This is an optimization exercise on Yosys and OpenROAD, whose aim is small area, a short achievable clock period and few clock cycles, not a production implementation.

==> job 2720: inputs <==
==> flow/design.v (excerpt) <==
module path_math
    (input [11:0] location,  
     input [11:0] target,  
     input [4:0] current_orientation,  
     input clock,
     input enable,
     input reset,
     output reg done,
     output [4:0] needed_orientation,  
     output [11:0] move_command);
==> module path_math, before the edit <==
module path_math
    (input [11:0] location,  
     input [11:0] target,  
     input [4:0] current_orientation,  
     input clock,
     input enable,
     input reset,
     output reg done,
     output [4:0] needed_orientation,  
     output [11:0] move_command);  
   wire [7:0] xm_l, ym_l, xm_t, ym_t;
   wire       xs_l, xs_t;
   ptc_mag ptc_l (.r_theta(location), .xm(xm_l), .ym(ym_l), .xs(xs_l));
   ptc_mag ptc_t (.r_theta(target),   .xm(xm_t), .ym(ym_t), .xs(xs_t));
   wire       xsame = (xs_t == xs_l);
   wire [8:0] ex_t = {1'b0, xm_t} + ({1'b0, xm_l} ^ {9{xsame}}) + {8'd0, xsame};
   wire [8:0] dy_t = {1'b0, ym_t} - {1'b0, ym_l};
   reg [8:0] ex, dy;
   reg       exneg, busy;
   always @(posedge clock) begin
      ex <= ex_t;
      dy <= dy_t;
      exneg <= xs_t;
      busy <= enable & ~reset;
   end
   wire       ex_nz = |ex;
   wire       dxneg = exneg ? ((ex_nz & ~ex[8]) | (ex == 9'h100)) : ex[8];
   wire       dyneg = dy[8];
   wire [1:0] quad = {dyneg, dxneg ^ dyneg};  
   wire       sx = ex[8];
   wire       sy = dy[8];
   wire [7:0] ac = ex[7:0] ^ {8{sx}};
   wire [7:0] yc = dy[7:0] ^ {8{sy}};
   wire [7:0] y, a;
   pm_abs ab (.ac(ac), .sx(sx), .yc(yc), .sy(sy), .y(y), .a(a));
   wire ysmall = dy[8] ? (dy[7:0] >= 8'hFC) : (dy[7:0] <= 8'd4);
   wire asmall = ex[8] ? ((ex[7:0] >= 8'hFC) || (ex[7:0] == 8'h00)) : (ex[7:0] <= 8'd4);
   wire c12, c23, c34, c45;
   pm_compare cmp (.a(a), .y(y), .c12(c12), .c23(c23), .c34(c34), .c45(c45));
   wire       same = (location[11:8] == target[11:8]);
   wire [4:0] sum_s = {1'b0, location[11:8]} + ((target[7:0] >= location[7:0]) ? 5'd0 : 5'd12);
   wire [4:0] need_s_t = (sum_s >= 5'd24) ? sum_s - 5'd24 : sum_s;
   reg  [2:0] ba_s_t;
   always @(*) begin
      case (quad)
         2'd1: ba_s_t = 3'd4 - need_s_t[2:0];
         2'd2: ba_s_t = need_s_t[2:0] + 3'd4;
         2'd3: ba_s_t = 3'd0 - need_s_t[2:0];
         default: ba_s_t = need_s_t[2:0];
      endcase
   end
   wire use_a = same ? (ba_s_t == 3'd0 || ba_s_t == 3'd7) : ysmall;
   reg       r_c12, r_c23, r_c34, r_c45, r_ysmall, r_asmall, r_same;
   reg [1:0] r_quad;
   reg [4:0] need_s, cur;
   reg [7:0] ry;
   always @(posedge clock) begin
      if (reset) begin
         done <= 1'b0;
      end else if (busy) begin
         done <= 1'b1;
      end else if (enable) begin
         done <= 1'b0;
      end
      if (busy) begin
         r_c12 <= c12;
         r_c23 <= c23;
         r_c34 <= c34;
         r_c45 <= c45;
         r_ysmall <= ysmall;
         r_asmall <= asmall;
         r_same <= same;
         r_quad <= quad;
         need_s <= need_s_t;
         cur <= current_orientation;
         ry <= use_a ? a : y;
      end
   end
   wire is1 = ~r_c12 & ~r_c23 & ~r_c34 & ~r_c45;
   wire is5 = r_c12 & r_c23 & r_c34 & r_c45;
   wire is2 = ~is1 & ~is5 & ~r_c23 & ~r_c34;
   wire is4 = ~is1 & ~is5 & r_c23 & r_c34;
   wire [2:0] b = is1 ? 3'd1 : (is5 ? 3'd5 : (is2 ? 3'd2 : (is4 ? 3'd4 : 3'd3)));
   wire o_dyneg = r_quad[1];
   wire o_dxneg = r_quad[1] ^ r_quad[0];
   reg [4:0] need_n;
   always @(*) begin
      if (r_ysmall) need_n = o_dxneg ? 5'd12 : 5'd0;
      else if (r_asmall) need_n = o_dyneg ? 5'd18 : 5'd6;
      else case (r_quad)
         2'd1: need_n = 5'd12 - b;
         2'd2: need_n = 5'd12 + b;
         2'd3: need_n = 5'd24 - b;
         default: need_n = {2'b00, b};
      endcase
   end
   reg [2:0] ba_s;
   always @(*) begin
      case (r_quad)
         2'd1: ba_s = 3'd4 - need_s[2:0];
         2'd2: ba_s = need_s[2:0] + 3'd4;
         2'd3: ba_s = 3'd0 - need_s[2:0];
         default: ba_s = need_s[2:0];
      endcase
   end
   wire [4:0] need = r_same ? need_s : need_n;
   wire [2:0] ba = r_same ? ba_s : (r_ysmall ? 3'd0 : (r_asmall ? 3'd6 : b));
   wire [6:0] d1, d3, d4, d5;
   pm_distance dd (.y(ry), .d1(d1), .d3(d3), .d4(d4), .d5(d5));
   reg  [6:0]  dist_v;
   always @(*) begin
      case (ba)
         3'd1: dist_v = d1;
         3'd2: dist_v = 7'd0;
         3'd3: dist_v = d3;
         3'd4: dist_v = d4;
         3'd5: dist_v = d5;
         default: dist_v = ry[6:0];   
      endcase
   end
   wire [4:0] angle = need - cur + ((cur > need) ? 5'd24 : 5'd0);
   assign needed_orientation = need;
   assign move_command = {angle, dist_v};
endmodule
clock: 12.0 ns
lec_check: 0
cap_margin: 5
core_margin: 2
core_utilization: 40
setup_slack_margin: 4
slew_margin: 5
run.sh (not shown) runs the stock make flow with config.mk's settings and CLKGATE_MAP_FILE= SYNTH_SCRIPT=/design/flow/synth_recipe.tcl, a recipe that flattens the netlist after the stock synthesis.
==> job 854 (differences from job 2720) <==
--- a/flow/design.v
+++ b/flow/design.v
@@ -377,5 +377,5 @@
    ptc_mag ptc_t (.r_theta(target),   .xm(xm_t), .ym(ym_t), .xs(xs_t));
-   wire       xsame = (xs_t == xs_l);
-   wire [8:0] ex_t = {1'b0, xm_t} + ({1'b0, xm_l} ^ {9{xsame}}) + {8'd0, xsame};
-   wire [8:0] dy_t = {1'b0, ym_t} - {1'b0, ym_l};
+   wire [8:0] ex_t, dy_t;
+   pm_deltas dl (.xm_t(xm_t), .xm_l(xm_l), .xsame(xs_t == xs_l), .ym_t(ym_t), .ym_l(ym_l),
+                 .ex(ex_t), .dy(dy_t));
    reg [8:0] ex, dy;
@@ -731,2 +731,111 @@
 endmodule
+module pm_deltas
+   (input [7:0] xm_t,
+    input [7:0] xm_l,
+    input xsame,
+    input [7:0] ym_t,
+    input [7:0] ym_l,
+    output [8:0] ex,
+    output [8:0] dy);
+   wire d_0;
+   wire d_1;
+   wire d_2;
+   wire d_3;
+   wire d_4;
+   wire d_5;
+   wire d_6;
+   wire d_7;
+   wire d_8;
+   wire d_9;
+   wire d_10;
+   wire d_11;
+   wire d_12;
+   wire d_13;
+   wire d_14;
+   wire d_15;
+   wire d_16;
+   wire d_17;
+   wire d_18;
+   wire d_19;
+   wire d_20;
+   wire d_21;
+   wire d_22;
+   wire d_23;
+   wire d_25;
+   wire d_26;
+   wire d_27;
+   wire d_28;
+   wire d_29;
+   wire d_30;
+   wire d_31;
+   wire d_32;
+   wire d_33;
+   wire d_34;
+   wire d_35;
+   wire d_36;
+   wire d_37;
+   wire d_38;
+   wire d_39;
+   wire d_40;
+   wire d_41;
+   wire d_42;
+   wire d_43;
+   wire d_44;
+   wire d_45;
+   wire d_46;
+   wire d_47;
+   wire d_48;
+   assign d_0 = xm_l[0] ^ xsame;
+   assign d_1 = xm_l[1] ^ xsame;
+   assign d_2 = xm_l[2] ^ xsame;
+   assign d_3 = xm_l[3] ^ xsame;
+   assign d_4 = xm_l[4] ^ xsame;
+   assign d_5 = xm_l[5] ^ xsame;
+   assign d_6 = xm_l[6] ^ xsame;
+   assign d_7 = xm_l[7] ^ xsame;
+   assign d_8 = xm_t[0] ^ d_0;
+   assign d_9 = xm_t[0] & d_0;
+   assign d_10 = xm_t[1] ^ d_1;
+   assign d_11 = xm_t[1] & d_1;
+   assign d_12 = xm_t[2] ^ d_2;
+   assign d_13 = xm_t[2] & d_2;
+   assign d_14 = xm_t[3] ^ d_3;
+   assign d_15 = xm_t[3] & d_3;
+   assign d_16 = xm_t[4] ^ d_4;
+   assign d_17 = xm_t[4] & d_4;
+   assign d_18 = xm_t[5] ^ d_5;
+   assign d_19 = xm_t[5] & d_5;
+   assign d_20 = xm_t[6] ^ d_6;
+   assign d_21 = xm_t[6] & d_6;
+   assign d_22 = xm_t[7] ^ d_7;
+   assign d_23 = xm_t[7] & d_7;
+   wire [8:0] d_s24 = {xsame, d_22, d_20, d_18, d_16, d_14, d_12, d_10, d_8} + {d_23, d_21, d_19, d_17, d_15, d_13, d_11, d_9, xsame};
+   assign d_25 = ~ym_l[0];
+   assign d_26 = ~ym_l[1];
+   assign d_27 = ~ym_l[2];
+   assign d_28 = ~ym_l[3];
+   assign d_29 = ~ym_l[4];
+   assign d_30 = ~ym_l[5];
+   assign d_31 = ~ym_l[6];
+   assign d_32 = ~ym_l[7];
+   assign d_33 = ym_t[0] ^ d_25;
+   assign d_34 = ym_t[0] & d_25;
+   assign d_35 = ym_t[1] ^ d_26;
+   assign d_36 = ym_t[1] & d_26;
+   assign d_37 = ym_t[2] ^ d_27;
+   assign d_38 = ym_t[2] & d_27;
+   assign d_39 = ym_t[3] ^ d_28;
+   assign d_40 = ym_t[3] & d_28;
+   assign d_41 = ym_t[4] ^ d_29;
+   assign d_42 = ym_t[4] & d_29;
+   assign d_43 = ym_t[5] ^ d_30;
+   assign d_44 = ym_t[5] & d_30;
+   assign d_45 = ym_t[6] ^ d_31;
+   assign d_46 = ym_t[6] & d_31;
+   assign d_47 = ym_t[7] ^ d_32;
+   assign d_48 = ym_t[7] & d_32;
+   wire [8:0] d_s49 = {1'b1, d_47, d_45, d_43, d_41, d_39, d_37, d_35, d_33} + {d_48, d_46, d_44, d_42, d_40, d_38, d_36, d_34, 1'b1};
+   assign ex = {d_s24[8], d_s24[7], d_s24[6], d_s24[5], d_s24[4], d_s24[3], d_s24[2], d_s24[1], d_s24[0]};
+   assign dy = {d_s49[8], d_s49[7], d_s49[6], d_s49[5], d_s49[4], d_s49[3], d_s49[2], d_s49[1], d_s49[0]};
+endmodule
 module pm_compare
- ABC_CLOCK_PERIOD_IN_PS: not set -> 6000
==> qor summary <==
quantity	job 854	job 2720
Outcome	timing/DRC/antenna clean	timing/DRC/antenna clean
Met3 Track Usage GR	1.86%	1.01%
Final cycle utilization of the critical path	64.8%	63.8%
Inverter count	250	262
Area delta synth->final	8.94%	9.44%
1st-iter DRT viols	885	788
Arrival time of the worst setup path	7.97 ns	5.25 ns
All-layer global routing usage	20.8%	20.7%
Delay of the slowest cell on the worst path	0.85 ns	0.56 ns
Type of element launching the critical path	input port	flip-flop
GR Layer Usage met1	27.7%	26.6%
CP endpoint	ex[8]	move_command[11]
Relative slew margins	23.4%	20.0%
Met2 Usage GRT	36.3%	37.2%
Area post-placement	16,000 µm²	15,800 µm²
Number of cells produced by synthesis	1,844	1,828
Proportion of synthesized chip area in sequential cells	8.25%	8.35%
Std-Cell Core Area	36,700 µm²	36,400 µm²
Post-CTS setup repair buffer count	1	0
Proportion of cell area occupied by multi-input gates	77.6%	76.9%
Worst-Margin Slew	1.15 ns	1.20 ns
Max Clock Skew	0.00817 ns	0.0120 ns
No run of this note included a check of the RTL's function; only the layout flow was run.

## what the ideal ports hide
How much do the figures lean on ideal ports? The routed layouts below were timed once more, with nothing changed but the port constraints.
Step 1: set_driving_cell puts a clkbuf_16 on clock and a buf_2 on each other input, an assumption about the parent block.
Step 2, shift: input delay + t, output delay - t, t = (earliest + latest rising clock arrival at the registers) / 2. This alone moves slack from input paths to output paths.
a / b / c = no drivers / after step 1 / after step 2; a / b = the first two.
run | t, ns | slack for setup (ns) | worst hold slack (ns) | worst data-port slew with drivers (ns) | pins driven straight from the clock port
job 2720 | 0.328 | 4.348 / 4.310 / 4.072 | 0.494 / 0.494 / 0.494 | 0.07 | 1
job 854 | 0.336 | 4.220 / 4.235 / 3.899 | 0.507 / 0.507 / 0.507 | 0.04 | 1
After both steps setup and hold are still met in every run listed. The setup slack of job 854, which loses most, moves by +0.015 ns with the drivers and by -0.321 ns with both steps.
